What follows belongs to an exercise in optimizing a design on an open flow for small area, a short achievable clock period and few clock cycles per item; a production flow would make more cautious choices. At most, simulation tests tie the RTL to the original design; equivalence was not proved. Only the layout flow was run in run 2; the RTL was not checked for function there.

==> flow/design.v, too long to show whole: its modules and the start of the top module <==
// module booth_fsm: 3121 lines
// module lookahead_adder_64: 716 lines
// module mul_fa: 10 lines
// module mul_ha: 9 lines
// module mul_cfa: 9 lines
// module mul_xor: 7 lines
// module mul_maj: 8 lines
// module mul_enc: 10 lines
// module mul_sel: 10 lines
// module mul_sel0: 8 lines
// module mul_pg0: 9 lines
// module mul_gpn: 11 lines
// module mul_gpp: 11 lines
// module mul_aoi21: 8 lines
// module mul_oai21: 8 lines
// module mul_xnor: 7 lines
module booth_fsm
# (parameter DATAWIDTH = 32)
(
  input                        clk,
  input                        rstn,
  input                        en,
  input        [DATAWIDTH-1:0] multiplier,
  input        [DATAWIDTH-1:0] multiplicand,
  output reg                   done,
  output reg [2*DATAWIDTH-1:0] product
);
  // ...
==> flow/run.sh <==
#!/bin/bash
# synth_recipe.tcl (not shown) runs the flow's synth.tcl, then flattens the netlist and writes it again
# the make line also repeats each setting of config.mk as NAME=value (left out here)
make -C /OpenROAD-flow-scripts/flow DESIGN_CONFIG=/design/flow/config.mk WORK_HOME=/design/flow/orfs CLKGATE_MAP_FILE= SYNTH_SCRIPT=/design/flow/synth_recipe.tcl finish
==> flow/config.mk <==
export PLATFORM = sky130hd
export DESIGN_NAME = booth_fsm
export DESIGN_NICKNAME = booth_fsm
export VERILOG_FILES = /design/flow/design.v
export SDC_FILE = /design/flow/constraint.sdc
export NUM_CORES = 4
export LEC_CHECK = 0
export CAP_MARGIN = 20
export CORE_MARGIN = 2
export CORE_UTILIZATION = 40
export SLEW_MARGIN = 20
export SYNTH_HIERARCHICAL = 1
==> flow/constraint.sdc <==
create_clock -name core_clock -period 6.0 [get_ports {clk}]
set_input_delay 1.2000 -clock core_clock [delete_from_list [all_inputs] [get_ports {clk}]]
set_output_delay 1.2000 -clock core_clock [all_outputs]
set_load 0.01 [all_outputs]
==> run notes, run 1 <==
Buf/Inv on CP 7; CP delay by family, top XOR/XNOR gates; IO buf count 131; flip-flop and latch count 65; dpl hpwl 79000 um; WL final 102000 um; Initial Utilization 0.403; crit path max fanout 10; crit-path most repeated cell xor2_1; max_cap viols 0; Post-Synthesis Cell Area 27600 um2; CTS max path bufs 2; Core Area 68500 um2; I/O pin count 132; CTS Hold Bufs 0; nets 4064; Final Max Slew Viols 0; met3 wire len 5490 um; Seq/total area 0.0327; CTS root buf clkbuf_16; final hold violations 0; Syn-to-layout area delta 45.1%; Worst path depth 26; Cell Area, Placed 37000 um2; initial drt markers 1631; Leading cell kind multi-input combinational cells; status finished clean; critical path's largest stage delay 0.50 ns; min-delay worst type in -> async; Non-clk invs 111; syn_area_per_cell 10.3 um2; die height 267 um; setup TNS 0 ns; worst setup margin 0.0985 ns; largest net degree at the start of global routing 35; gp weighted congestion 0.932; vias per cell 5.51; total CTS buffers 9; Crit Path Class in -> reg
Testbench counts, summed over its fixed seeds: cycles 2,048, items 2,048.
==> run 2, diff against run 1 <==
--- a/flow/design.v
+++ b/flow/design.v
@@ -1583,22 +1583,17 @@
 wire add108_t;
 wire add110_t;
 wire add111_t;
 wire add114_t;
 wire add115_t;
 wire add118_t;
 wire add122_t;
 wire add164_t;
-wire add174_t;
-wire add177_t;
-wire add183_t;
-wire add184_t;
 wire add185_t;
-wire add188_t;
 wire add189_t;
 wire add191_t;
 wire add192_t;
 wire add194_t;
 wire add195_t;
 wire add197_t;
 wire add198_t;
 wire add200_t;
@@ -1619,17 +1614,16 @@
 wire add216_t;
 wire add218_t;
 wire add219_t;
 wire add221_t;
 wire add222_t;
 wire add224_t;
 wire add227_t;
 wire add230_t;
-wire add243_t;
 wire add248_t;
 wire add290_t;
 wire add306_t;
 wire add308_t;
 wire add309_t;
 wire add310_t;
 wire add311_t;
 wire add312_t;
@@ -1638,29 +1632,24 @@
 wire add315_t;
 wire add316_t;
 wire add317_t;
 wire add318_t;
 wire add319_t;
 wire add320_t;
 wire add321_t;
 wire add322_t;
-wire add323_t;
 wire add324_t;
 wire add325_t;
 wire add326_t;
 wire add328_t;
 wire add329_t;
 wire add330_t;
 wire add332_t;
-wire add334_t;
 wire add346_t;
-wire add382_t;
-wire add383_t;
-wire add386_t;
 wire add388_t;
 wire add389_t;
 wire add390_t;
 wire add391_t;
 wire add392_t;
 wire add393_t;
 wire add394_t;
 wire add395_t;
@@ -1669,17 +1658,16 @@
 wire add398_t;
 wire add399_t;
 wire add400_t;
 wire add401_t;
 wire add402_t;
 wire add403_t;
 wire add404_t;
 wire add405_t;
-wire add406_t;
 wire add440_t;
 wire add441_t;
 wire add442_t;
 wire add443_t;
 wire add444_t;
 wire add445_t;
 wire add446_t;
 wire add447_t;
@@ -2567,43 +2555,33 @@
 mul_fa u_add166 (.a(pp7_4), .b(pp8_2), .ci(pp9_0), .s(add166_s), .co(add166_co));
 mul_fa u_add167 (.a(ha45_co), .b(add44_co), .ci(add46_s), .s(add167_s), .co(add167_co));
 mul_fa u_add168 (.a(pp5_9), .b(pp6_7), .ci(ha47_s), .s(add168_s), .co(add168_co));
 mul_fa u_add169 (.a(pp7_5), .b(pp8_3), .ci(pp9_1), .s(add169_s), .co(add169_co));
 mul_fa u_add170 (.a(ha47_co), .b(add46_co), .ci(add48_s), .s(add170_s), .co(add170_co));
 mul_fa u_add171 (.a(pp7_6), .b(ha50_s), .ci(add49_s), .s(add171_s), .co(add171_co));
 mul_fa u_add172 (.a(pp8_4), .b(pp9_2), .ci(pp10_0), .s(add172_s), .co(add172_co));
 mul_fa u_add173 (.a(ha50_co), .b(add48_co), .ci(add49_co), .s(add173_s), .co(add173_co));
-mul_xor u_add174_x0 (.a(ha53_s), .b(add51_s), .y(add174_t));
-mul_xor u_add174_x1 (.a(add174_t), .b(add52_s), .y(add174_s));
-mul_maj u_add174_m (.a(ha53_s), .b(add51_s), .c(add52_s), .y(add174_co));
+mul_fa u_add174 (.a(ha53_s), .b(add51_s), .ci(add52_s), .s(add174_s), .co(add174_co));
 mul_fa u_add175 (.a(pp8_5), .b(pp9_3), .ci(pp10_1), .s(add175_s), .co(add175_co));
 mul_fa u_add176 (.a(ha53_co), .b(add51_co), .ci(add52_co), .s(add176_s), .co(add176_co));
-mul_xor u_add177_x0 (.a(add54_s), .b(add55_s), .y(add177_t));
-mul_xor u_add177_x1 (.a(add177_t), .b(add56_s), .y(add177_s));
-mul_maj u_add177_m (.a(add54_s), .b(add55_s), .c(add56_s), .y(add177_co));
+mul_fa u_add177 (.a(add54_s), .b(add55_s), .ci(add56_s), .s(add177_s), .co(add177_co));
 mul_fa u_add178 (.a(pp10_2), .b(pp11_0), .ci(ha57_s), .s(add178_s), .co(add178_co));
 mul_fa u_add179 (.a(add54_co), .b(add55_co), .ci(add56_co), .s(add179_s), .co(add179_co));
 mul_fa u_add180 (.a(ha57_co), .b(add58_s), .ci(add59_s), .s(add180_s), .co(add180_co));
 mul_fa u_add181 (.a(pp11_1), .b(ha61_s), .ci(add60_s), .s(add181_s), .co(add181_co));
 mul_fa u_add182 (.a(add58_co), .b(add59_co), .ci(add60_co), .s(add182_s), .co(add182_co));
-mul_xor u_add183_x0 (.a(ha61_co), .b(add63_s), .y(add183_t));
-mul_xor u_add183_x1 (.a(add183_t), .b(add62_s), .y(add183_s));
-mul_maj u_add183_m (.a(ha61_co), .b(add63_s), .c(add62_s), .y(add183_co));
-mul_xor u_add184_x0 (.a(pp12_0), .b(add64_s), .y(add184_t));
-mul_xor u_add184_x1 (.a(add184_t), .b(add65_s), .y(add184_s));
-mul_maj u_add184_m (.a(pp12_0), .b(add64_s), .c(add65_s), .y(add184_co));
+mul_fa u_add183 (.a(ha61_co), .b(add63_s), .ci(add62_s), .s(add183_s), .co(add183_co));
+mul_fa u_add184 (.a(pp12_0), .b(add64_s), .ci(add65_s), .s(add184_s), .co(add184_co));
 mul_xor u_add185_x0 (.a(add63_co), .b(add64_co), .y(add185_t));
 mul_xor u_add185_x1 (.a(add185_t), .b(add62_co), .y(add185_s));
 mul_maj u_add185_m (.a(add63_co), .b(add64_co), .c(add62_co), .y(add185_co));
 mul_fa u_add186 (.a(add65_co), .b(add67_s), .ci(add66_s), .s(add186_s), .co(add186_co));
 mul_fa u_add187 (.a(pp12_1), .b(add68_s), .ci(add69_s), .s(add187_s), .co(add187_co));
-mul_xor u_add188_x0 (.a(add67_co), .b(add68_co), .y(add188_t));
-mul_xor u_add188_x1 (.a(add188_t), .b(add66_co), .y(add188_s));
-mul_maj u_add188_m (.a(add67_co), .b(add68_co), .c(add66_co), .y(add188_co));
+mul_fa u_add188 (.a(add67_co), .b(add68_co), .ci(add66_co), .s(add188_s), .co(add188_co));
 mul_xor u_add189_x0 (.a(add69_co), .b(add71_s), .y(add189_t));
 mul_xor u_add189_x1 (.a(add189_t), .b(add70_s), .y(add189_s));
 mul_maj u_add189_m (.a(add69_co), .b(add71_s), .c(add70_s), .y(add189_co));
 mul_fa u_add190 (.a(pp13_0), .b(add72_s), .ci(add73_s), .s(add190_s), .co(add190_co));
 mul_xor u_add191_x0 (.a(add71_co), .b(add72_co), .y(add191_t));
 mul_xor u_add191_x1 (.a(add191_t), .b(add70_co), .y(add191_s));
 mul_maj u_add191_m (.a(add71_co), .b(add72_co), .c(add70_co), .y(add191_co));
 mul_xor u_add192_x0 (.a(add73_co), .b(add75_s), .y(add192_t));
@@ -2708,19 +2686,17 @@
 mul_fa u_add235 (.a(pp15_11), .b(ha133_s), .ci(add132_s), .s(add235_s), .co(add235_co));
 mul_fa u_add236 (.a(cfa130_co), .b(add131_co), .ci(add132_co), .s(add236_s), .co(add236_co));
 mul_fa u_add237 (.a(ha133_co), .b(add134_s), .ci(add135_s), .s(add237_s), .co(add237_co));
 mul_fa u_add238 (.a(pp15_12), .b(ns5), .ci(add136_s), .s(add238_s), .co(add238_co));
 mul_fa u_add239 (.a(add134_co), .b(add135_co), .ci(add136_co), .s(add239_s), .co(add239_co));
 mul_fa u_add240 (.a(cfa137_s), .b(ha139_s), .ci(add138_s), .s(add240_s), .co(add240_co));
 mul_fa u_add241 (.a(pp13_17), .b(pp14_15), .ci(pp15_13), .s(add241_s), .co(add241_co));
 mul_fa u_add242 (.a(ha139_co), .b(cfa137_co), .ci(add138_co), .s(add242_s), .co(add242_co));
-mul_xor u_add243_x0 (.a(pp13_18), .b(add140_s), .y(add243_t));
-mul_xor u_add243_x1 (.a(add243_t), .b(add141_s), .y(add243_s));
-mul_maj u_add243_m (.a(pp13_18), .b(add140_s), .c(add141_s), .y(add243_co));
+mul_fa u_add243 (.a(pp13_18), .b(add140_s), .ci(add141_s), .s(add243_s), .co(add243_co));
 mul_fa u_add244 (.a(pp14_16), .b(pp15_14), .ci(ns6), .s(add244_s), .co(add244_co));
 mul_fa u_add245 (.a(cfa142_s), .b(add140_co), .ci(add141_co), .s(add245_s), .co(add245_co));
 mul_fa u_add246 (.a(pp11_23), .b(pp12_21), .ci(ha143_s), .s(add246_s), .co(add246_co));
 mul_fa u_add247 (.a(pp13_19), .b(pp14_17), .ci(pp15_15), .s(add247_s), .co(add247_co));
 mul_xor u_add248_x0 (.a(ha143_co), .b(cfa142_co), .y(add248_t));
 mul_xor u_add248_x1 (.a(add248_t), .b(add144_s), .y(add248_s));
 mul_maj u_add248_m (.a(ha143_co), .b(cfa142_co), .c(add144_s), .y(add248_co));
 mul_fa u_add249 (.a(pp11_24), .b(pp12_22), .ci(pp13_20), .s(add249_s), .co(add249_co));
@@ -2826,19 +2802,17 @@
 mul_xor u_add320_x1 (.a(add320_t), .b(add211_co), .y(add320_s));
 mul_maj u_add320_m (.a(add209_co), .b(add210_co), .c(add211_co), .y(add320_co));
 mul_xor u_add321_x0 (.a(add212_s), .b(add213_s), .y(add321_t));
 mul_xor u_add321_x1 (.a(add321_t), .b(add214_s), .y(add321_s));
 mul_maj u_add321_m (.a(add212_s), .b(add213_s), .c(add214_s), .y(add321_co));
 mul_xor u_add322_x0 (.a(add212_co), .b(add213_co), .y(add322_t));
 mul_xor u_add322_x1 (.a(add322_t), .b(add214_co), .y(add322_s));
 mul_maj u_add322_m (.a(add212_co), .b(add213_co), .c(add214_co), .y(add322_co));
-mul_xor u_add323_x0 (.a(add215_s), .b(add216_s), .y(add323_t));
-mul_xor u_add323_x1 (.a(add323_t), .b(add217_s), .y(add323_s));
-mul_maj u_add323_m (.a(add215_s), .b(add216_s), .c(add217_s), .y(add323_co));
+mul_fa u_add323 (.a(add215_s), .b(add216_s), .ci(add217_s), .s(add323_s), .co(add323_co));
 mul_xor u_add324_x0 (.a(add215_co), .b(add216_co), .y(add324_t));
 mul_xor u_add324_x1 (.a(add324_t), .b(add217_co), .y(add324_s));
 mul_maj u_add324_m (.a(add215_co), .b(add216_co), .c(add217_co), .y(add324_co));
 mul_xor u_add325_x0 (.a(add220_s), .b(add218_s), .y(add325_t));
 mul_xor u_add325_x1 (.a(add325_t), .b(add219_s), .y(add325_s));
 mul_maj u_add325_m (.a(add220_s), .b(add218_s), .c(add219_s), .y(add325_co));
 mul_xor u_add326_x0 (.a(add220_co), .b(add218_co), .y(add326_t));
 mul_xor u_add326_x1 (.a(add326_t), .b(add219_co), .y(add326_s));
@@ -2853,19 +2827,17 @@
 mul_xor u_add330_x0 (.a(add226_co), .b(add225_co), .y(add330_t));
 mul_xor u_add330_x1 (.a(add330_t), .b(add224_co), .y(add330_s));
 mul_maj u_add330_m (.a(add226_co), .b(add225_co), .c(add224_co), .y(add330_co));
 mul_fa u_add331 (.a(add229_s), .b(add227_s), .ci(add228_s), .s(add331_s), .co(add331_co));
 mul_xor u_add332_x0 (.a(add229_co), .b(add227_co), .y(add332_t));
 mul_xor u_add332_x1 (.a(add332_t), .b(add228_co), .y(add332_s));
 mul_maj u_add332_m (.a(add229_co), .b(add227_co), .c(add228_co), .y(add332_co));
 mul_fa u_add333 (.a(add231_s), .b(add232_s), .ci(add230_s), .s(add333_s), .co(add333_co));
-mul_xor u_add334_x0 (.a(add231_co), .b(add232_co), .y(add334_t));
-mul_xor u_add334_x1 (.a(add334_t), .b(add230_co), .y(add334_s));
-mul_maj u_add334_m (.a(add231_co), .b(add232_co), .c(add230_co), .y(add334_co));
+mul_fa u_add334 (.a(add231_co), .b(add232_co), .ci(add230_co), .s(add334_s), .co(add334_co));
 mul_fa u_add335 (.a(add233_s), .b(add234_s), .ci(add235_s), .s(add335_s), .co(add335_co));
 mul_fa u_add336 (.a(add233_co), .b(add234_co), .ci(add235_co), .s(add336_s), .co(add336_co));
 mul_fa u_add337 (.a(add236_s), .b(add237_s), .ci(add238_s), .s(add337_s), .co(add337_co));
 mul_fa u_add338 (.a(add236_co), .b(add237_co), .ci(add238_co), .s(add338_s), .co(add338_co));
 mul_fa u_add339 (.a(add241_s), .b(add239_s), .ci(add240_s), .s(add339_s), .co(add339_co));
 mul_fa u_add340 (.a(add241_co), .b(add239_co), .ci(add240_co), .s(add340_s), .co(add340_co));
 mul_fa u_add341 (.a(add244_s), .b(add242_s), .ci(add243_s), .s(add341_s), .co(add341_co));
 mul_fa u_add342 (.a(add244_co), .b(add242_co), .ci(add243_co), .s(add342_s), .co(add342_co));
@@ -2902,94 +2874,86 @@
 mul_fa u_add371 (.a(ha269_co), .b(add268_co), .ci(add270_s), .s(add371_s), .co(add371_co));
 mul_fa u_add372 (.a(ha271_co), .b(add270_co), .ci(add272_s), .s(add372_s), .co(add372_co));
 mul_fa u_add373 (.a(add273_co), .b(add272_co), .ci(add274_s), .s(add373_s), .co(add373_co));
 mul_fa u_add374 (.a(add275_co), .b(add274_co), .ci(add276_s), .s(add374_s), .co(add374_co));
 mul_fa u_add375 (.a(add277_co), .b(add276_co), .ci(add278_s), .s(add375_s), .co(add375_co));
 mul_fa u_add376 (.a(add279_co), .b(add278_co), .ci(add280_s), .s(add376_s), .co(add376_co));
 mul_fa u_add377 (.a(add280_co), .b(add281_co), .ci(add282_s), .s(add377_s), .co(add377_co));
 mul_fa u_add378 (.a(add282_co), .b(add283_co), .ci(add284_s), .s(add378_s), .co(add378_co));
-mul_fa u_add379 (.a(add284_co), .b(add286_s), .ci(add285_co), .s(add379_s), .co(add379_co));
-mul_fa u_add380 (.a(add286_co), .b(add288_s), .ci(add287_co), .s(add380_s), .co(add380_co));
+mul_fa u_add379 (.a(add284_co), .b(add285_co), .ci(add286_s), .s(add379_s), .co(add379_co));
+mul_fa u_add380 (.a(add286_co), .b(add287_co), .ci(add288_s), .s(add380_s), .co(add380_co));
 mul_fa u_add381 (.a(add288_co), .b(add289_co), .ci(add290_s), .s(add381_s), .co(add381_co));
-mul_xor u_add382_x0 (.a(add290_co), .b(add291_co), .y(add382_t));
-mul_xor u_add382_x1 (.a(add382_t), .b(add292_s), .y(add382_s));
-mul_maj u_add382_m (.a(add290_co), .b(add291_co), .c(add292_s), .y(add382_co));
-mul_xor u_add383_x0 (.a(add292_co), .b(add293_co), .y(add383_t));
-mul_xor u_add383_x1 (.a(add383_t), .b(add294_s), .y(add383_s));
-mul_maj u_add383_m (.a(add292_co), .b(add293_co), .c(add294_s), .y(add383_co));
+mul_fa u_add382 (.a(add290_co), .b(add291_co), .ci(add292_s), .s(add382_s), .co(add382_co));
+mul_fa u_add383 (.a(add292_co), .b(add293_co), .ci(add294_s), .s(add383_s), .co(add383_co));
 mul_fa u_add384 (.a(add294_co), .b(add295_co), .ci(add296_s), .s(add384_s), .co(add384_co));
 mul_fa u_add385 (.a(add296_co), .b(add297_co), .ci(add298_s), .s(add385_s), .co(add385_co));
-mul_xor u_add386_x0 (.a(add298_co), .b(add299_co), .y(add386_t));
-mul_xor u_add386_x1 (.a(add386_t), .b(add300_s), .y(add386_s));
-mul_maj u_add386_m (.a(add298_co), .b(add299_co), .c(add300_s), .y(add386_co));
+mul_fa u_add386 (.a(add298_co), .b(add299_co), .ci(add300_s), .s(add386_s), .co(add386_co));
 mul_fa u_add387 (.a(add300_co), .b(add301_co), .ci(add302_s), .s(add387_s), .co(add387_co));
 mul_xor u_add388_x0 (.a(add302_co), .b(add303_co), .y(add388_t));
 mul_xor u_add388_x1 (.a(add388_t), .b(add304_s), .y(add388_s));
 mul_maj u_add388_m (.a(add302_co), .b(add303_co), .c(add304_s), .y(add388_co));
-mul_xor u_add389_x0 (.a(add304_co), .b(add305_co), .y(add389_t));
-mul_xor u_add389_x1 (.a(add389_t), .b(add306_s), .y(add389_s));
-mul_maj u_add389_m (.a(add304_co), .b(add305_co), .c(add306_s), .y(add389_co));
+mul_xor u_add389_x0 (.a(add304_co), .b(add306_s), .y(add389_t));
+mul_xor u_add389_x1 (.a(add389_t), .b(add305_co), .y(add389_s));
+mul_maj u_add389_m (.a(add304_co), .b(add306_s), .c(add305_co), .y(add389_co));
 mul_xor u_add390_x0 (.a(add306_co), .b(add307_co), .y(add390_t));
 mul_xor u_add390_x1 (.a(add390_t), .b(add308_s), .y(add390_s));
 mul_maj u_add390_m (.a(add306_co), .b(add307_co), .c(add308_s), .y(add390_co));
 mul_xor u_add391_x0 (.a(add308_co), .b(add309_co), .y(add391_t));
 mul_xor u_add391_x1 (.a(add391_t), .b(add310_s), .y(add391_s));
 mul_maj u_add391_m (.a(add308_co), .b(add309_co), .c(add310_s), .y(add391_co));
 mul_xor u_add392_x0 (.a(add310_co), .b(add311_co), .y(add392_t));
 mul_xor u_add392_x1 (.a(add392_t), .b(add312_s), .y(add392_s));
 mul_maj u_add392_m (.a(add310_co), .b(add311_co), .c(add312_s), .y(add392_co));
 mul_xor u_add393_x0 (.a(add312_co), .b(add313_co), .y(add393_t));
 mul_xor u_add393_x1 (.a(add393_t), .b(add314_s), .y(add393_s));
 mul_maj u_add393_m (.a(add312_co), .b(add313_co), .c(add314_s), .y(add393_co));
-mul_xor u_add394_x0 (.a(add314_co), .b(add315_co), .y(add394_t));
-mul_xor u_add394_x1 (.a(add394_t), .b(add316_s), .y(add394_s));
-mul_maj u_add394_m (.a(add314_co), .b(add315_co), .c(add316_s), .y(add394_co));
-mul_xor u_add395_x0 (.a(add316_co), .b(add317_co), .y(add395_t));
-mul_xor u_add395_x1 (.a(add395_t), .b(add318_s), .y(add395_s));
-mul_maj u_add395_m (.a(add316_co), .b(add317_co), .c(add318_s), .y(add395_co));
-mul_xor u_add396_x0 (.a(add318_co), .b(add319_co), .y(add396_t));
-mul_xor u_add396_x1 (.a(add396_t), .b(add320_s), .y(add396_s));
-mul_maj u_add396_m (.a(add318_co), .b(add319_co), .c(add320_s), .y(add396_co));
-mul_xor u_add397_x0 (.a(add320_co), .b(add321_co), .y(add397_t));
-mul_xor u_add397_x1 (.a(add397_t), .b(add322_s), .y(add397_s));
-mul_maj u_add397_m (.a(add320_co), .b(add321_co), .c(add322_s), .y(add397_co));
+mul_xor u_add394_x0 (.a(add314_co), .b(add316_s), .y(add394_t));
+mul_xor u_add394_x1 (.a(add394_t), .b(add315_co), .y(add394_s));
+mul_maj u_add394_m (.a(add314_co), .b(add316_s), .c(add315_co), .y(add394_co));
+mul_xor u_add395_x0 (.a(add316_co), .b(add318_s), .y(add395_t));
+mul_xor u_add395_x1 (.a(add395_t), .b(add317_co), .y(add395_s));
+mul_maj u_add395_m (.a(add316_co), .b(add318_s), .c(add317_co), .y(add395_co));
+mul_xor u_add396_x0 (.a(add318_co), .b(add320_s), .y(add396_t));
+mul_xor u_add396_x1 (.a(add396_t), .b(add319_co), .y(add396_s));
+mul_maj u_add396_m (.a(add318_co), .b(add320_s), .c(add319_co), .y(add396_co));
+mul_xor u_add397_x0 (.a(add320_co), .b(add322_s), .y(add397_t));
+mul_xor u_add397_x1 (.a(add397_t), .b(add321_co), .y(add397_s));
+mul_maj u_add397_m (.a(add320_co), .b(add322_s), .c(add321_co), .y(add397_co));
 mul_xor u_add398_x0 (.a(add322_co), .b(add324_s), .y(add398_t));
 mul_xor u_add398_x1 (.a(add398_t), .b(add323_co), .y(add398_s));
 mul_maj u_add398_m (.a(add322_co), .b(add324_s), .c(add323_co), .y(add398_co));
 mul_xor u_add399_x0 (.a(add324_co), .b(add325_co), .y(add399_t));
 mul_xor u_add399_x1 (.a(add399_t), .b(add326_s), .y(add399_s));
 mul_maj u_add399_m (.a(add324_co), .b(add325_co), .c(add326_s), .y(add399_co));
 mul_xor u_add400_x0 (.a(add326_co), .b(add327_co), .y(add400_t));
 mul_xor u_add400_x1 (.a(add400_t), .b(add328_s), .y(add400_s));
 mul_maj u_add400_m (.a(add326_co), .b(add327_co), .c(add328_s), .y(add400_co));
-mul_xor u_add401_x0 (.a(add329_co), .b(add330_s), .y(add401_t));
-mul_xor u_add401_x1 (.a(add401_t), .b(add328_co), .y(add401_s));
-mul_maj u_add401_m (.a(add329_co), .b(add330_s), .c(add328_co), .y(add401_co));
+mul_xor u_add401_x0 (.a(add330_s), .b(add328_co), .y(add401_t));
+mul_xor u_add401_x1 (.a(add401_t), .b(add329_co), .y(add401_s));
+mul_maj u_add401_m (.a(add330_s), .b(add328_co), .c(add329_co), .y(add401_co));
 mul_xor u_add402_x0 (.a(add330_co), .b(add331_co), .y(add402_t));
 mul_xor u_add402_x1 (.a(add402_t), .b(add332_s), .y(add402_s));
 mul_maj u_add402_m (.a(add330_co), .b(add331_co), .c(add332_s), .y(add402_co));
-mul_xor u_add403_x0 (.a(add333_co), .b(add334_s), .y(add403_t));
-mul_xor u_add403_x1 (.a(add403_t), .b(add332_co), .y(add403_s));
-mul_maj u_add403_m (.a(add333_co), .b(add334_s), .c(add332_co), .y(add403_co));
+mul_xor u_add403_x0 (.a(add334_s), .b(add332_co), .y(add403_t));
+mul_xor u_add403_x1 (.a(add403_t), .b(add333_co), .y(add403_s));
+mul_maj u_add403_m (.a(add334_s), .b(add332_co), .c(add333_co), .y(add403_co));
 mul_xor u_add404_x0 (.a(add335_co), .b(add336_s), .y(add404_t));
 mul_xor u_add404_x1 (.a(add404_t), .b(add334_co), .y(add404_s));
 mul_maj u_add404_m (.a(add335_co), .b(add336_s), .c(add334_co), .y(add404_co));
 mul_xor u_add405_x0 (.a(add336_co), .b(add337_co), .y(add405_t));
 mul_xor u_add405_x1 (.a(add405_t), .b(add338_s), .y(add405_s));
 mul_maj u_add405_m (.a(add336_co), .b(add337_co), .c(add338_s), .y(add405_co));
-mul_xor u_add406_x0 (.a(add338_co), .b(add339_co), .y(add406_t));
-mul_xor u_add406_x1 (.a(add406_t), .b(add340_s), .y(add406_s));
-mul_maj u_add406_m (.a(add338_co), .b(add339_co), .c(add340_s), .y(add406_co));
+mul_fa u_add406 (.a(add338_co), .b(add339_co), .ci(add340_s), .s(add406_s), .co(add406_co));
 mul_fa u_add407 (.a(add340_co), .b(add341_co), .ci(add342_s), .s(add407_s), .co(add407_co));
-mul_fa u_add408 (.a(add344_s), .b(add342_co), .ci(add343_co), .s(add408_s), .co(add408_co));
+mul_fa u_add408 (.a(add342_co), .b(add343_co), .ci(add344_s), .s(add408_s), .co(add408_co));
 mul_fa u_add409 (.a(add345_co), .b(add344_co), .ci(add346_s), .s(add409_s), .co(add409_co));
-mul_fa u_add410 (.a(add348_s), .b(add346_co), .ci(add347_co), .s(add410_s), .co(add410_co));
+mul_fa u_add410 (.a(add346_co), .b(add347_co), .ci(add348_s), .s(add410_s), .co(add410_co));
 mul_fa u_add411 (.a(add349_co), .b(add350_s), .ci(add348_co), .s(add411_s), .co(add411_co));
-mul_fa u_add412 (.a(add351_co), .b(add352_s), .ci(add350_co), .s(add412_s), .co(add412_co));
+mul_fa u_add412 (.a(add350_co), .b(add351_co), .ci(add352_s), .s(add412_s), .co(add412_co));
 mul_fa u_add413 (.a(add352_co), .b(add353_co), .ci(add354_s), .s(add413_s), .co(add413_co));
 mul_fa u_add414 (.a(add356_s), .b(add355_co), .ci(add354_co), .s(add414_s), .co(add414_co));
 mul_fa u_add415 (.a(add357_co), .b(add356_co), .ci(add358_s), .s(add415_s), .co(add415_co));
 mul_fa u_add416 (.a(add359_co), .b(add360_s), .ci(add358_co), .s(add416_s), .co(add416_co));
 mul_fa u_add417 (.a(cfa362_s), .b(add360_co), .ci(add361_co), .s(add417_s), .co(add417_co));
 mul_fa u_add418 (.a(ha363_co), .b(cfa362_co), .ci(add364_s), .s(add418_s), .co(add418_co));
 mul_fa u_add419 (.a(pp14_29), .b(inv365_y), .ci(add364_co), .s(add419_s), .co(add419_co));
 mul_fa u_add420 (.a(pp13_31), .b(pp14_30), .ci(pp15_28), .s(add420_s), .co(add420_co));
@@ -2998,52 +2962,52 @@
 mul_ha u_ha423 (.a(pp0_3), .b(pp1_1), .s(ha423_s), .co(ha423_co));
 mul_fa u_add424 (.a(pp1_2), .b(pp2_0), .ci(ha366_s), .s(add424_s), .co(add424_co));
 mul_fa u_add425 (.a(pp2_1), .b(ha366_co), .ci(ha367_s), .s(add425_s), .co(add425_co));
 mul_fa u_add426 (.a(pp3_0), .b(ha367_co), .ci(add368_s), .s(add426_s), .co(add426_co));
 mul_fa u_add427 (.a(pp3_1), .b(add368_co), .ci(add369_s), .s(add427_s), .co(add427_co));
 mul_fa u_add428 (.a(pp4_0), .b(add369_co), .ci(add370_s), .s(add428_s), .co(add428_co));
 mul_fa u_add429 (.a(ha271_s), .b(add370_co), .ci(add371_s), .s(add429_s), .co(add429_co));
 mul_fa u_add430 (.a(add273_s), .b(add371_co), .ci(add372_s), .s(add430_s), .co(add430_co));
-mul_fa u_add431 (.a(add275_s), .b(add373_s), .ci(add372_co), .s(add431_s), .co(add431_co));
-mul_fa u_add432 (.a(add277_s), .b(add374_s), .ci(add373_co), .s(add432_s), .co(add432_co));
+mul_fa u_add431 (.a(add275_s), .b(add372_co), .ci(add373_s), .s(add431_s), .co(add431_co));
+mul_fa u_add432 (.a(add277_s), .b(add373_co), .ci(add374_s), .s(add432_s), .co(add432_co));
 mul_fa u_add433 (.a(add279_s), .b(add374_co), .ci(add375_s), .s(add433_s), .co(add433_co));
 mul_fa u_add434 (.a(add281_s), .b(add375_co), .ci(add376_s), .s(add434_s), .co(add434_co));
 mul_fa u_add435 (.a(add283_s), .b(add376_co), .ci(add377_s), .s(add435_s), .co(add435_co));
-mul_fa u_add436 (.a(add285_s), .b(add377_co), .ci(add378_s), .s(add436_s), .co(add436_co));
-mul_fa u_add437 (.a(add287_s), .b(add378_co), .ci(add379_s), .s(add437_s), .co(add437_co));
+mul_fa u_add436 (.a(add377_co), .b(add285_s), .ci(add378_s), .s(add436_s), .co(add436_co));
+mul_fa u_add437 (.a(add378_co), .b(add287_s), .ci(add379_s), .s(add437_s), .co(add437_co));
 mul_fa u_add438 (.a(add289_s), .b(add379_co), .ci(add380_s), .s(add438_s), .co(add438_co));
 mul_fa u_add439 (.a(add291_s), .b(add380_co), .ci(add381_s), .s(add439_s), .co(add439_co));
 mul_xor u_add440_x0 (.a(add293_s), .b(add381_co), .y(add440_t));
 mul_xor u_add440_x1 (.a(add440_t), .b(add382_s), .y(add440_s));
 mul_maj u_add440_m (.a(add293_s), .b(add381_co), .c(add382_s), .y(add440_co));
 mul_xor u_add441_x0 (.a(add295_s), .b(add382_co), .y(add441_t));
 mul_xor u_add441_x1 (.a(add441_t), .b(add383_s), .y(add441_s));
 mul_maj u_add441_m (.a(add295_s), .b(add382_co), .c(add383_s), .y(add441_co));
 mul_xor u_add442_x0 (.a(add297_s), .b(add383_co), .y(add442_t));
 mul_xor u_add442_x1 (.a(add442_t), .b(add384_s), .y(add442_s));
 mul_maj u_add442_m (.a(add297_s), .b(add383_co), .c(add384_s), .y(add442_co));
 mul_xor u_add443_x0 (.a(add299_s), .b(add384_co), .y(add443_t));
 mul_xor u_add443_x1 (.a(add443_t), .b(add385_s), .y(add443_s));
 mul_maj u_add443_m (.a(add299_s), .b(add384_co), .c(add385_s), .y(add443_co));
-mul_xor u_add444_x0 (.a(add301_s), .b(add385_co), .y(add444_t));
+mul_xor u_add444_x0 (.a(add385_co), .b(add301_s), .y(add444_t));
 mul_xor u_add444_x1 (.a(add444_t), .b(add386_s), .y(add444_s));
-mul_maj u_add444_m (.a(add301_s), .b(add385_co), .c(add386_s), .y(add444_co));
-mul_xor u_add445_x0 (.a(add303_s), .b(add386_co), .y(add445_t));
+mul_maj u_add444_m (.a(add385_co), .b(add301_s), .c(add386_s), .y(add444_co));
+mul_xor u_add445_x0 (.a(add386_co), .b(add303_s), .y(add445_t));
 mul_xor u_add445_x1 (.a(add445_t), .b(add387_s), .y(add445_s));
-mul_maj u_add445_m (.a(add303_s), .b(add386_co), .c(add387_s), .y(add445_co));
+mul_maj u_add445_m (.a(add386_co), .b(add303_s), .c(add387_s), .y(add445_co));
 mul_xor u_add446_x0 (.a(add305_s), .b(add387_co), .y(add446_t));
 mul_xor u_add446_x1 (.a(add446_t), .b(add388_s), .y(add446_s));
 mul_maj u_add446_m (.a(add305_s), .b(add387_co), .c(add388_s), .y(add446_co));
 mul_xor u_add447_x0 (.a(add307_s), .b(add388_co), .y(add447_t));
 mul_xor u_add447_x1 (.a(add447_t), .b(add389_s), .y(add447_s));
 mul_maj u_add447_m (.a(add307_s), .b(add388_co), .c(add389_s), .y(add447_co));
-mul_xor u_add448_x0 (.a(add309_s), .b(add389_co), .y(add448_t));
-mul_xor u_add448_x1 (.a(add448_t), .b(add390_s), .y(add448_s));
-mul_maj u_add448_m (.a(add309_s), .b(add389_co), .c(add390_s), .y(add448_co));
+mul_xor u_add448_x0 (.a(add309_s), .b(add390_s), .y(add448_t));
+mul_xor u_add448_x1 (.a(add448_t), .b(add389_co), .y(add448_s));
+mul_maj u_add448_m (.a(add309_s), .b(add390_s), .c(add389_co), .y(add448_co));
 mul_xor u_add449_x0 (.a(add311_s), .b(add390_co), .y(add449_t));
 mul_xor u_add449_x1 (.a(add449_t), .b(add391_s), .y(add449_s));
 mul_maj u_add449_m (.a(add311_s), .b(add390_co), .c(add391_s), .y(add449_co));
 mul_xor u_add450_x0 (.a(add313_s), .b(add391_co), .y(add450_t));
 mul_xor u_add450_x1 (.a(add450_t), .b(add392_s), .y(add450_s));
 mul_maj u_add450_m (.a(add313_s), .b(add391_co), .c(add392_s), .y(add450_co));
 mul_xor u_add451_x0 (.a(add315_s), .b(add392_co), .y(add451_t));
 mul_xor u_add451_x1 (.a(add451_t), .b(add393_s), .y(add451_s));
@@ -3058,19 +3022,19 @@
 mul_xor u_add454_x1 (.a(add454_t), .b(add396_s), .y(add454_s));
 mul_maj u_add454_m (.a(add321_s), .b(add395_co), .c(add396_s), .y(add454_co));
 mul_xor u_add455_x0 (.a(add323_s), .b(add396_co), .y(add455_t));
 mul_xor u_add455_x1 (.a(add455_t), .b(add397_s), .y(add455_s));
 mul_maj u_add455_m (.a(add323_s), .b(add396_co), .c(add397_s), .y(add455_co));
 mul_xor u_add456_x0 (.a(add325_s), .b(add397_co), .y(add456_t));
 mul_xor u_add456_x1 (.a(add456_t), .b(add398_s), .y(add456_s));
 mul_maj u_add456_m (.a(add325_s), .b(add397_co), .c(add398_s), .y(add456_co));
-mul_xor u_add457_x0 (.a(add327_s), .b(add398_co), .y(add457_t));
-mul_xor u_add457_x1 (.a(add457_t), .b(add399_s), .y(add457_s));
-mul_maj u_add457_m (.a(add327_s), .b(add398_co), .c(add399_s), .y(add457_co));
+mul_xor u_add457_x0 (.a(add327_s), .b(add399_s), .y(add457_t));
+mul_xor u_add457_x1 (.a(add457_t), .b(add398_co), .y(add457_s));
+mul_maj u_add457_m (.a(add327_s), .b(add399_s), .c(add398_co), .y(add457_co));
 mul_xor u_add458_x0 (.a(add329_s), .b(add399_co), .y(add458_t));
 mul_xor u_add458_x1 (.a(add458_t), .b(add400_s), .y(add458_s));
 mul_maj u_add458_m (.a(add329_s), .b(add399_co), .c(add400_s), .y(add458_co));
 mul_xor u_add459_x0 (.a(add331_s), .b(add400_co), .y(add459_t));
 mul_xor u_add459_x1 (.a(add459_t), .b(add401_s), .y(add459_s));
 mul_maj u_add459_m (.a(add331_s), .b(add400_co), .c(add401_s), .y(add459_co));
 mul_xor u_add460_x0 (.a(add333_s), .b(add401_co), .y(add460_t));
 mul_xor u_add460_x1 (.a(add460_t), .b(add402_s), .y(add460_s));
@@ -3095,19 +3059,19 @@
 mul_maj u_add466_m (.a(add345_s), .b(add407_co), .c(add408_s), .y(add466_co));
 mul_fa u_add467 (.a(add347_s), .b(add409_s), .ci(add408_co), .s(add467_s), .co(add467_co));
 mul_xor u_add468_x0 (.a(add349_s), .b(add409_co), .y(add468_t));
 mul_xor u_add468_x1 (.a(add468_t), .b(add410_s), .y(add468_s));
 mul_maj u_add468_m (.a(add349_s), .b(add409_co), .c(add410_s), .y(add468_co));
 mul_fa u_add469 (.a(add351_s), .b(add411_s), .ci(add410_co), .s(add469_s), .co(add469_co));
 mul_fa u_add470 (.a(add353_s), .b(add412_s), .ci(add411_co), .s(add470_s), .co(add470_co));
 mul_fa u_add471 (.a(add355_s), .b(add412_co), .ci(add413_s), .s(add471_s), .co(add471_co));
-mul_fa u_add472 (.a(add357_s), .b(add414_s), .ci(add413_co), .s(add472_s), .co(add472_co));
+mul_fa u_add472 (.a(add357_s), .b(add413_co), .ci(add414_s), .s(add472_s), .co(add472_co));
 mul_fa u_add473 (.a(add359_s), .b(add414_co), .ci(add415_s), .s(add473_s), .co(add473_co));
-mul_fa u_add474 (.a(add361_s), .b(add416_s), .ci(add415_co), .s(add474_s), .co(add474_co));
+mul_fa u_add474 (.a(add361_s), .b(add415_co), .ci(add416_s), .s(add474_s), .co(add474_co));
 mul_fa u_add475 (.a(ha363_s), .b(add417_s), .ci(add416_co), .s(add475_s), .co(add475_co));
 mul_fa u_add476 (.a(ns12), .b(add418_s), .ci(add417_co), .s(add476_s), .co(add476_co));
 mul_fa u_add477 (.a(pp15_27), .b(add418_co), .ci(add419_s), .s(add477_s), .co(add477_co));
 mul_fa u_add478 (.a(ns13), .b(add420_s), .ci(add419_co), .s(add478_s), .co(add478_co));
 mul_fa u_add479 (.a(pp15_29), .b(inv421_y), .ci(add420_co), .s(add479_s), .co(add479_co));
 mul_fa u_add480 (.a(pp14_31), .b(pp15_30), .ci(ns14), .s(add480_s), .co(add480_co));
 assign inv481_y = ~pp15_31;
 wire [63:0] rx = {1'b1, pp15_31, add480_co, add479_co, add478_co, add477_co, add476_co, add475_co, add474_co, add473_co, add472_co, add471_co, add470_co, add469_co, add468_co, add467_co, add466_co, add465_co, add464_co, add463_co, add462_co, add461_co, add460_co, add459_co, add458_co, add457_co, add456_co, add455_co, add454_co, add453_co, add452_co, add451_co, add450_co, add449_co, add448_co, add447_co, add446_co, add445_co, add444_co, add443_co, add442_co, add441_co, add440_co, add439_co, add438_co, add437_co, add436_co, add435_co, add434_co, add433_co, add432_co, add431_co, add430_co, add429_co, add428_co, add427_co, add426_co, add425_co, add424_co, ha423_co, ha422_co, ha422_s, pp0_1, neg0};
==> flow/flow/run.sh (new file) <==
#!/bin/bash
# Own layout flow: the standard ORFS flow with two changes.
#  - ports are buffered with a plain buffer (buf_2) instead of the delay
#    buffer buffer_ports picks by default; every port still gets a buffer;
#  - before floorplanning, combinational cells that synthesis upsized are set
#    back to their smallest drive strength (registers are left alone); the
#    resizer then upsizes only what timing needs.
set -euo pipefail
here=$(pwd)
export BUFFER_PORTS_ARGS="-buffer_cell sky130_fd_sc_hd__buf_2"
export PRE_FLOORPLAN_TCL="$here/flow/downsize.tcl"
bash standard.sh > "$here/standard.log" 2>&1
==> flow/flow/downsize.tcl (new file) <==
# Set every combinational cell to the smallest-area cell of the library with
# the same function and pins (registers, clock, tap and tie cells unchanged).
set lib_cells [get_lib_cells */sky130_fd_sc_hd__*]
proc base_name {name} {
  if {[regexp {^(sky130_fd_sc_hd__[a-z0-9]+)_[0-9]+$} $name -> b]} { return $b }
  return ""
}
set area_of [dict create]
set group [dict create]
foreach c $lib_cells {
  set n [get_name $c]
  set b [base_name $n]
  if {$b eq ""} { continue }
  if {[get_property $c dont_use]} { continue }
  dict set area_of $n [get_property $c area]
  dict lappend group $b $n
}
set n_changed 0
foreach inst [get_cells *] {
  set m [get_name [get_lib_cells -of_objects $inst]]
  set b [base_name $m]
  if {$b eq "" || ![dict exists $group $b]} { continue }
  if {[regexp {(df|dl|sdf|edf|clk|conb|tap|fill|decap|buf|inv|probe|lpflow)} $b]} { continue }
  set best $m
  set best_area [dict get $area_of $m]
  foreach cand [dict get $group $b] {
    set a [dict get $area_of $cand]
    if {$a < $best_area || ($a == $best_area && [string match *_1 $cand])} {
      set best $cand
      set best_area $a
    }
  }
  if {$best ne $m} {
    replace_cell $inst $best
    incr n_changed
  }
}
puts "downsize: $n_changed cells set to their smallest drive strength"
==> flow/standard.sh (new file) <==
#!/bin/bash
# synth_recipe.tcl (not shown) runs the flow's synth.tcl, then flattens the netlist and writes it again
# the make line also repeats each setting of config.mk as NAME=value (left out here)
make -C /OpenROAD-flow-scripts/flow DESIGN_CONFIG=/design/flow/config.mk WORK_HOME=/design/flow/orfs CLKGATE_MAP_FILE= SYNTH_SCRIPT=/design/flow/synth_recipe.tcl "${@:-finish}"
removed: flow/run.sh
==> run 2 against run 1 <==
  * Now fails the layout checks on setup timing
  * First-iteration DRC count increased by 60%
  * Via count decreased by 3.0%
  * Design area decreased by 16%
  * Clock-buffer cell count unchanged
  * Maximum frequency decreased by 2.2%
  * Synthesized area decreased by 13%
  * Synthesized cell count decreased by 0.89%
  * Setup slack got worse by 0.13 ns
  * Critical path depth increased by 2
  * Critical path type unchanged
  * Critical endpoint is now product[51]
  * Highest routed layer unchanged
==> run notes, run 2 <==
WP data required 6.27 ns (was 6.29 ns); die area 62100 um2 (was 71000 um2); nets 3834 (was 4064); Routed wire per std cell 22.5 um (was 22.2 um); DRT Pass-1 Iters 7 (was 5); fin crit share 1.01 (was 0.984); CP endpoint kind flop (unchanged); Antenna Nets Post-Route 0 (unchanged); Core Area 59200 um2 (was 68500 um2); Post-Synthesis Cell Area 24100 um2 (was 27600 um2); Worst Path Arrival 6.31 ns (was 6.19 ns); Worst Tran Pin Value 0.818 ns (was 0.725 ns); fraction of layout cells with a size suffix above 1 0.321 (was 0.551); num rows 89 (was 96); Final Max Slew Viols 0 (unchanged); final setup fails 3 (was 0); crit path max fanout 8 (was 10); max_cap viols 0 (unchanged); gp weighted congestion 0.919 (was 0.932); final hold violations 0 (unchanged); synthesized instance count 2662 (was 2686); Crit Path Class in -> reg (unchanged); I/O pin count 132 (unchanged); Biggest register product (unchanged); vias per cell 5.78 (was 5.51); violated checks setup timing; WL final 95400 um (was 102000 um); first-pass GRT wire length 141000 um (was 153000 um); YS warnings 7 (unchanged); max reg flops 64 (unchanged); biggest regs product x64, done x1 (unchanged); shortest period the worst path allows 6.04 ns (was 5.90 ns); setup TNS -0.0474 ns (was 0 ns); CTS tree done (unchanged); syn_area_per_cell 9.04 um2 (was 10.3 um2); CTS max path bufs 2 (unchanged); clock slew at reported path FFs 0.07 ns (about the same); CP startpoint kind input pin (unchanged); H-tree Lvls 3 (unchanged); initial antenna violation count 1 (unchanged); largest net degree at the start of global routing 36 (was 35); IO buf count 131 (unchanged); vias in the first global route 24370 (was 26527); routed via count 24480 (was 25242); maximum clock rate 0.166 GHz (was 0.169 GHz); die height 249 um (was 267 um); total CTS buffers 9 (unchanged); Chip Width 249 um (was 267 um); aggregate global routing overflow 0 (unchanged); RSZ-0062 raised after global routing true (unchanged); status complete, but fails checks (was finished clean); CTS Hold Bufs 0 (unchanged); Clock Sinks 65 (unchanged); most common cell after layout, fill and taps aside buf_4 (unchanged); CTS root buf clkbuf_16 (unchanged); Syn-to-layout area delta 39.3% (was 45.1%); max_slew headroom 0.455 (was 0.517); Residual DRC 0 (unchanged); ANT cells 0 (unchanged); initial drt markers 2604 (was 1631); dpl hpwl 69500 um (was 79000 um); GRT Overall Usage 0.292 (was 0.281); worst setup margin -0.0363 ns (was 0.0985 ns); Initial Utilization 0.406 (was 0.403); pre-CTS WS -0.525 ns (was -0.755 ns); most frequent cells in the layout 566 x buf_4, 552 x xnor2_1, 472 x a22oi_1 (was 720 x buf_4, 512 x a22oi_2, 484 x xnor2_1); min-delay worst type in -> async (unchanged)
run 2: cell count changes in the layout (fill, tap and decap cells not counted), sizes merged:
cell,before,now
clkbuf,22,25
bufbuf,2,0
fa,252,264
xor2,462,438
maj3,175,163
buf,901,761
dlymetal6s2s,10,0
clkdlybuf4s15,1,0
clkdlybuf4s50,68,0
run 2: layer usage:
layer  vias up  track usage  part of all wire
li1      10930            -                 -
met1     12048        0.393              0.42
met2      1268        0.466              0.46
met3       234       0.0504             0.086
met4         0        0.112             0.041
met5         -            0                 0
run 2: layout make-up:
type / instances / area, um2
well taps: 773 / 967
multi-input cells: 2491 / 23900
repair buffers: 777 / 6600
clock buffers: 9 / 225
flip-flops and latches: 65 / 1310
clock inverters: 7 / 78.8
fillers: 5285 / 25700
inverters: 111 / 424
run 2: worst max path at each step:
stage / to / cells after the start / start
4_1_cts: product[47] / 23 / multiplier[1]
6_report: product[51] / 28 / multiplier[7]
3_5_place_dp: product[51] / 24 / multiplier[1]
5_1_grt: product[51] / 28 / multiplier[7]
3_3_place_gp: product[51] / 23 / multiplier[1]
2_1_floorplan: product[48] / 20 / multiplier[1]
run 2: worst max-delay path, stage by stage:
cell        delay [ns]
buf_12            0.12
nand2b_4          0.14
o21ai_4           0.23
buf_12            0.16
clkbuf_16         0.15
a22oi_2           0.06
xnor2_1           0.27
xor2_1            0.22
xor2_1            0.26
xor2_1            0.28
xor2_2            0.26
buf_4             0.17
xor2_2            0.06
maj3_2            0.34
xor2_2            0.15
xor2_1            0.22
xor2_1            0.28
xor2_2            0.15
buf_4             0.16
nand2_2           0.05
o21ai_2           0.07
a21oi_2           0.18
o21ai_4           0.12
a21oi_4           0.22
clkinvlp_4        0.29
a21oi_2           0.24
o21ai_2           0.07
xor2_1            0.15
run 2: per-stage QoR:
stage	instances	utilization	hold WS (ns)	area, um2
after floorplan	2668	-	0.904	24700
after global placement	4140	0.530	0.974	31400
after detailed placement	4140	0.530	0.977	31400
after CTS	4158	0.536	0.533	31700
after global routing	4233	0.566	0.551	33500
final	4233	0.566	0.559	33500
run 2: repair_timing:
action,in CTS,in global routing
gates resized for setup,3,274
buffers inserted,2,65
pin swaps,1,204
endpoints found under the setup margin,24,32
gates cloned,0,10

port drivers added, routing unchanged:
How much do the figures lean on ideal ports? The routed layouts below were timed once more, with nothing changed but the port constraints.
Step 1 assumes that a clkbuf_16 drives the clock port and a buf_2 every other input.
Step 2 adds t to the input delays and takes it off the output delays; t is the mean of the earliest and latest rising clock arrival at the registers after step 1. Input paths then give back, and output paths get back, about the clock's delay inside the block.
a / b / c = ideal / step 1 / step 2; a / b = the first two.
run | t (ns) | setup WS [ns] | slew at the worst register clock pin (ns)
run 1 | 0.472 | 0.099 / 0.137 / -0.334 | 0.08 / 0.08
run 2 | 0.456 | -0.036 / -0.030 / -0.486 | 0.08 / 0.08
With both steps, setup timing fails in run 1, where it was met with ideal ports. The setup slack of run 2, which loses most, moves by +0.006 ns with the drivers and by -0.450 ns with both steps.
